This design comes from an exercise in tuning for small area, a short achievable clock period and few clock cycles per item on the open sky130 flow, not from production work.
At most, simulation tests tie the RTL to the original design; equivalence was not proved.
The clock port is modelled as an ideal driver, which makes a skipped or thinned clock tree look cheaper than it is; a real chip needs a root buffer or a tree.
Power figures rest on the tool's default switching activity, not on a simulated workload.

## before
Design mac_neuron, start of the top module:
module mac_neuron(
	input clk,
	input rst,
	input in_valid,
	output in_ready,
	input [15:0] in_x,
	input [15:0] in_w,
	input in_last,
	output reg out_valid,
	output [15:0] out_data
);
==> flow/config.mk <==
export PLATFORM = sky130hd
export DESIGN_NAME = mac_neuron
export DESIGN_NICKNAME = mac_neuron
export VERILOG_FILES = /design/flow/design.v
export SDC_FILE = /design/flow/constraint.sdc
export NUM_CORES = 4
export LEC_CHECK = 0
export CAP_MARGIN = 20
export CORE_MARGIN = 2
export CORE_UTILIZATION = 40
export CTS_BUF_LIST = sky130_fd_sc_hd__clkbuf_4 sky130_fd_sc_hd__clkbuf_8
export CTS_CLUSTER_SIZE = 40
export PLACE_DENSITY = 0.6
export SLEW_MARGIN = 20
export SYNTH_HIERARCHICAL = 1
==> flow/constraint.sdc <==
create_clock -name core_clock -period 11.0 [get_ports {clk}]
set_input_delay 2.2000 -clock core_clock [delete_from_list [all_inputs] [get_ports {clk}]]
set_output_delay 2.2000 -clock core_clock [all_outputs]
set_load 0.01 [all_outputs]
standard.sh (not shown) runs the stock make flow with config.mk's settings and CLKGATE_MAP_FILE= SYNTH_SCRIPT=/design/flow/synth_recipe.tcl, a recipe that flattens the netlist after the stock synthesis.
==> flow/flow/run.sh <==
#!/bin/bash
set -euo pipefail
source flow/env.sh
bash standard.sh > std_flow.log 2>&1
==> flow/flow/env.sh <==
export SETUP_SLACK_MARGIN=7.8
export BUFFER_PORTS_ARGS="-buffer_cell sky130_fd_sc_hd__buf_1"
export PRE_CTS_TCL=$PWD/flow/manual_cts.tcl
export MCTS_NBUF=8
export MCTS_NROOT=2
==> flow/flow/manual_cts.tcl <==
# Clock tree of one or two levels: the clock port drives MCTS_NROOT buffers (or, with
# MCTS_NROOT 0, the leaf buffers directly); the leaf buffers each drive the flip-flops of
# one cluster (balanced k-means on their placement). Sourced as PRE_CTS_TCL: it replaces
# clock_tree_synthesis for this design.
rename clock_tree_synthesis orig_clock_tree_synthesis

# balanced k-means: returns {assign mx my used}
proc mcts_kmeans {xs ys k} {
  set n [llength $xs]
  set cx 0; set cy 0
  foreach x $xs y $ys { set cx [expr {$cx + $x}]; set cy [expr {$cy + $y}] }
  set cx [expr {$cx / $n}]; set cy [expr {$cy / $n}]
  set order {}
  for {set i 0} {$i < $n} {incr i} {
    lappend order [list $i [expr {atan2([lindex $ys $i] - $cy, [lindex $xs $i] - $cx)}]]
  }
  set order [lsort -real -index 1 $order]
  set assign [lrepeat $n 0]
  for {set j 0} {$j < $n} {incr j} { lset assign [lindex $order $j 0] [expr {$j * $k / $n}] }
  set cap [expr {int(ceil(double($n) / $k)) + 1}]
  set used [lrepeat $k 0]
  for {set iter 0} {$iter < 30} {incr iter} {
    set mx [lrepeat $k 0.0]; set my [lrepeat $k 0.0]; set cnt [lrepeat $k 0]
    for {set i 0} {$i < $n} {incr i} {
      set c [lindex $assign $i]
      lset mx $c [expr {[lindex $mx $c] + [lindex $xs $i]}]
      lset my $c [expr {[lindex $my $c] + [lindex $ys $i]}]
      lset cnt $c [expr {[lindex $cnt $c] + 1}]
    }
    for {set c 0} {$c < $k} {incr c} {
      if {[lindex $cnt $c] > 0} {
        lset mx $c [expr {[lindex $mx $c] / [lindex $cnt $c]}]
        lset my $c [expr {[lindex $my $c] / [lindex $cnt $c]}]
      }
    }
    set pairs {}
    for {set i 0} {$i < $n} {incr i} {
      for {set c 0} {$c < $k} {incr c} {
        set d [expr {abs([lindex $xs $i] - [lindex $mx $c]) + abs([lindex $ys $i] - [lindex $my $c])}]
        lappend pairs [list $d $i $c]
      }
    }
    set pairs [lsort -real -index 0 $pairs]
    set done [lrepeat $n 0]; set used [lrepeat $k 0]
    set new [lrepeat $n 0]
    foreach p $pairs {
      lassign $p d i c
      if {[lindex $done $i]} continue
      if {[lindex $used $c] >= $cap} continue
      lset new $i $c; lset done $i 1; lset used $c [expr {[lindex $used $c] + 1}]
    }
    set assign $new
  }
  return [list $assign $mx $my $used]
}

proc clock_tree_synthesis {args} {
  set nleaf [expr {[info exists ::env(MCTS_NBUF)] ? $::env(MCTS_NBUF) : 8}]
  set nroot [expr {[info exists ::env(MCTS_NROOT)] ? $::env(MCTS_NROOT) : 2}]
  set leafm [expr {[info exists ::env(MCTS_CELL)] ? $::env(MCTS_CELL) : "sky130_fd_sc_hd__clkbuf_16"}]
  set rootm [expr {[info exists ::env(MCTS_ROOT_CELL)] ? $::env(MCTS_ROOT_CELL) : "sky130_fd_sc_hd__clkbuf_16"}]
  set block [ord::get_db_block]
  set db [ord::get_db]
  set clknet [$block findNet clk]
  set sinks [$clknet getITerms]
  set n [llength $sinks]
  puts "manual cts: $n sinks, $nleaf leaf buffers ($leafm), $nroot root buffers ($rootm)"
  set xs {}; set ys {}
  foreach it $sinks {
    set bb [[$it getInst] getBBox]
    lappend xs [expr {([$bb xMin] + [$bb xMax]) / 2.0}]
    lappend ys [expr {([$bb yMin] + [$bb yMax]) / 2.0}]
  }
  lassign [mcts_kmeans $xs $ys $nleaf] assign mx my used
  puts "manual cts: leaf cluster sizes $used"
  set lnets {}
  for {set c 0} {$c < $nleaf} {incr c} {
    set inst [odb::dbInst_create $block [$db findMaster $leafm] "mcts_leaf_$c"]
    set net [odb::dbNet_create $block "mcts_clk_leaf_$c"]
    $net setSigType CLOCK
    [$inst findITerm X] connect $net
    $inst setLocation [expr {int([lindex $mx $c])}] [expr {int([lindex $my $c])}]
    $inst setPlacementStatus PLACED
    lappend leaves $inst
    set bnet($c) $net
  }
  for {set i 0} {$i < $n} {incr i} {
    set it [lindex $sinks $i]
    $it disconnect
    $it connect $bnet([lindex $assign $i])
  }
  if {$nroot == 0} {
    foreach inst $leaves { [$inst findITerm A] connect $clknet }
    return
  }
  lassign [mcts_kmeans $mx $my $nroot] rassign rx ry rused
  puts "manual cts: root cluster sizes $rused"
  for {set r 0} {$r < $nroot} {incr r} {
    set inst [odb::dbInst_create $block [$db findMaster $rootm] "mcts_root_$r"]
    set net [odb::dbNet_create $block "mcts_clk_root_$r"]
    $net setSigType CLOCK
    [$inst findITerm A] connect $clknet
    [$inst findITerm X] connect $net
    $inst setLocation [expr {int([lindex $rx $r])}] [expr {int([lindex $ry $r])}]
    $inst setPlacementStatus PLACED
    set rnet($r) $net
  }
  for {set c 0} {$c < $nleaf} {incr c} {
    [[lindex $leaves $c] findITerm A] connect $rnet([lindex $rassign $c])
  }
}
Testbench counts of before, summed over its fixed seeds: cycles 8,224, items 8,192.
Input changes introduced in after (baseline for comparison: before):
- PLACE_DENSITY: 0.6 -> 0.7
- CORE_UTILIZATION: 40 -> 50
==> flow/flow/env.sh <==
export SETUP_SLACK_MARGIN=7.9
export BUFFER_PORTS_ARGS="-buffer_cell sky130_fd_sc_hd__buf_1"
export PRE_CTS_TCL=$PWD/flow/manual_cts.tcl
export MCTS_NBUF=8
export MCTS_NROOT=2
export MCTS_OUTBUF=sky130_fd_sc_hd__buf_4
export MCTS_OUTFF=sky130_fd_sc_hd__dfxtp_2
--- a/flow/flow/manual_cts.tcl
+++ b/flow/flow/manual_cts.tcl
@@ -90,4 +90,5 @@
     $it connect $bnet([lindex $assign $i])
   }
+  mcts_size_outputs
   if {$nroot == 0} {
     foreach inst $leaves { [$inst findITerm A] connect $clknet }
@@ -110,2 +111,33 @@
   }
 }
+
+# Output ports: their buffers (inserted by buffer_ports) are sized up, as are the
+# flip-flops that drive them, when MCTS_OUTBUF names a cell.
+proc mcts_size_outputs {} {
+  if {![info exists ::env(MCTS_OUTBUF)]} { return }
+  set block [ord::get_db_block]
+  set db [ord::get_db]
+  set bm [$db findMaster $::env(MCTS_OUTBUF)]
+  foreach bt [$block getBTerms] {
+    if {[$bt getIoType] ne "OUTPUT"} continue
+    set net [$bt getNet]
+    foreach it [$net getITerms] {
+      if {![$it isOutputSignal]} continue
+      set inst [$it getInst]
+      set m [[$inst getMaster] getName]
+      if {[string match "sky130_fd_sc_hd__buf_*" $m] || [string match "sky130_fd_sc_hd__clkdlybuf*" $m]} {
+        $inst swapMaster $bm
+        if {[info exists ::env(MCTS_OUTFF)]} {
+          set a [$inst findITerm A]
+          foreach it2 [[$a getNet] getITerms] {
+            if {![$it2 isOutputSignal]} continue
+            set ff [$it2 getInst]
+            if {[string match "sky130_fd_sc_hd__dfxtp_*" [[$ff getMaster] getName]]} {
+              $ff swapMaster [$db findMaster $::env(MCTS_OUTFF)]
+            }
+          }
+        }
+      }
+    }
+  }
+}
For the core utilization, after came in 11 points higher than before did. after vs before on shortest period the worst path allows: after is the lower one. Comparing before and after, the higher area added between synthesis and finish is on after. Against before, after reports a switching share of power that is lower. Of after and before, it is after that has the lower die height.
No run of this note takes its clock network from TritonCTS; it comes from the design's own scripts or RTL.


mac_neuron, a different RTL version from the one above (not shown whole).
For scale: ~890 cells after synthesis, roughly 130 flip-flops, about 54 I/O pins, about 9400 sq um of cells after synthesis.
export LEC_CHECK = 0
export CAP_MARGIN = 20
export CORE_MARGIN = 2
export CORE_UTILIZATION = 40
export PLACE_DENSITY = 0.6
export SLEW_MARGIN = 20
export SYNTH_HIERARCHICAL = 1
create_clock -name core_clock -period 11.0 [get_ports {clk}]
==> flow/flow/run.sh <==
#!/bin/bash
set -euo pipefail
MARGIN=$(cat flow/margin.txt)
export SETUP_SLACK_MARGIN=$MARGIN
bash standard.sh > std_flow.log 2>&1
==> flow/flow/margin.txt <==
7.7
Rerun with:
- CTS_BUF_LIST: not set -> sky130_fd_sc_hd__clkbuf_4 sky130_fd_sc_hd__clkbuf_8
- CTS_CLUSTER_SIZE: not set -> 40
Result: The changed run finished with timing, DRC and antenna clean; setup slack improved by 0.021 ns; design area went down slightly; fmax went up slightly; global-route usage hardly moves; final cell count went up slightly; non-clock buffer count went up by 5; synthesized area is unchanged; hold slack improved by 0.0064 ns; clock skew went up by 0.011 ns.
Function was not checked in any run of this note: the RTL went through the layout flow alone.


Another version of the RTL of mac_neuron (not shown whole).
For scale: roughly 930 cells after synthesis.
clock: 11.0 ns
lec_check: 0
cap_margin: 20
core_margin: 2
core_utilization: 40
cts_buf_list: sky130_fd_sc_hd__clkbuf_4 sky130_fd_sc_hd__clkbuf_8
cts_cluster_size: 40
place_density: 0.6
slew_margin: 20
synth_hierarchical: 1
==> flow/flow/run.sh <==
#!/bin/bash
set -euo pipefail
source flow/env.sh
bash standard.sh > std_flow.log 2>&1
==> flow/flow/env.sh <==
export SETUP_SLACK_MARGIN=8.0
export BUFFER_PORTS_ARGS="-buffer_cell sky130_fd_sc_hd__buf_1"
export PRE_CTS_TCL=$PWD/flow/manual_cts.tcl
export MCTS_NBUF=8
export MCTS_NROOT=2
export MCTS_CELL=sky130_fd_sc_hd__clkbuf_8
Other scripts of this flow, unchanged in this note and not shown: flow/flow/manual_cts.tcl
Next try:
==> flow/flow/env.sh (replaced) <==
export SETUP_SLACK_MARGIN=7.9
export BUFFER_PORTS_ARGS="-buffer_cell sky130_fd_sc_hd__buf_1"
export PRE_CTS_TCL=$PWD/flow/manual_cts.tcl
export MCTS_NBUF=8
export MCTS_NROOT=2
export MCTS_CELL=sky130_fd_sc_hd__clkbuf_8
Worst hold slack hardly moves.
Power came out lower by 2.8%.
Routed wire length falls by 4.2%.
Utilization went down by 3.2 points.
Fmax rises by 0.38%.
Sequential cell count does not change.
Sequential power is about the same.
Die area does not change.
Design area went down by 6.6%.
Worst setup slack is better by 12 ps.
First-iteration DRC count falls by 3.6%.
Next try:
==> flow/flow/env.sh (replaced) <==
export SETUP_SLACK_MARGIN=7.7
export BUFFER_PORTS_ARGS="-buffer_cell sky130_fd_sc_hd__buf_1"
export PRE_CTS_TCL=$PWD/flow/manual_cts.tcl
export MCTS_NBUF=8
export MCTS_NROOT=2
The new run finished with timing, DRC and antenna clean; flip-flop and latch count does not change; routed wire length went down by 2.4%; worst hold slack loses 10 ps; worst setup slack loses 64 ps; clock skew went down by 13 ps; global-route usage went down by 0.36 points; cell area went down by about 1.1%.
No functional check of the RTL was part of any run of this note. In every run of this note, the design's own scripts or RTL, not TritonCTS, make the clock network.

separate check: timing with driven ports:
No port has a modelled driver above. Below, the same layouts with a new extraction and two added sets of constraints. Step 1 (the two cells are an assumption about what drives the block):
set clk [get_ports {clk}]
set_driving_cell -lib_cell sky130_fd_sc_hd__clkbuf_16 $clk
set_driving_cell -lib_cell sky130_fd_sc_hd__buf_2 [delete_from_list [all_inputs] $clk]
Step 2 moves the port delays by t, midway between the first and last clock arrival at a register: inputs arrive t later, outputs are due t later. That takes back most of the time a late clock gives input paths. a / b / c = ideal / step 1 / step 2; a / b = the first two.
| run | t, ns | setup WS [ns] | hold WS [ns] | cell pins on the clock port's net |
|---|---|---|---|---|
| before | 0.362 | 7.820 / 7.807 / 7.768 | 0.325 / 0.325 / 0.325 | 2 |
| after | 0.364 | 7.932 / 7.918 / 7.716 | 0.328 / 0.328 / 0.328 | 2 |
| the first run of note 2 | 0.460 | 7.683 / 7.683 / 7.683 | 0.326 / 0.326 / 0.326 | 1 |
| the second run of note 2 | 0.483 | 7.703 / 7.703 / 7.703 | 0.333 / 0.333 / 0.333 | 1 |
| the first run of note 3 | 0.371 | 7.857 / 7.794 / 7.736 | 0.339 / 0.339 / 0.339 | 2 |
| the second run of note 3 | 0.370 | 7.869 / 7.807 / 7.763 | 0.339 / 0.339 / 0.339 | 2 |
| the third run of note 3 | 0.367 | 7.805 / 7.742 / 7.722 | 0.329 / 0.329 / 0.329 | 2 |
After both steps setup and hold are still met in every run listed. For after, which loses most, drivers alone change the setup slack by -0.014 ns; drivers and shift together by -0.216 ns.
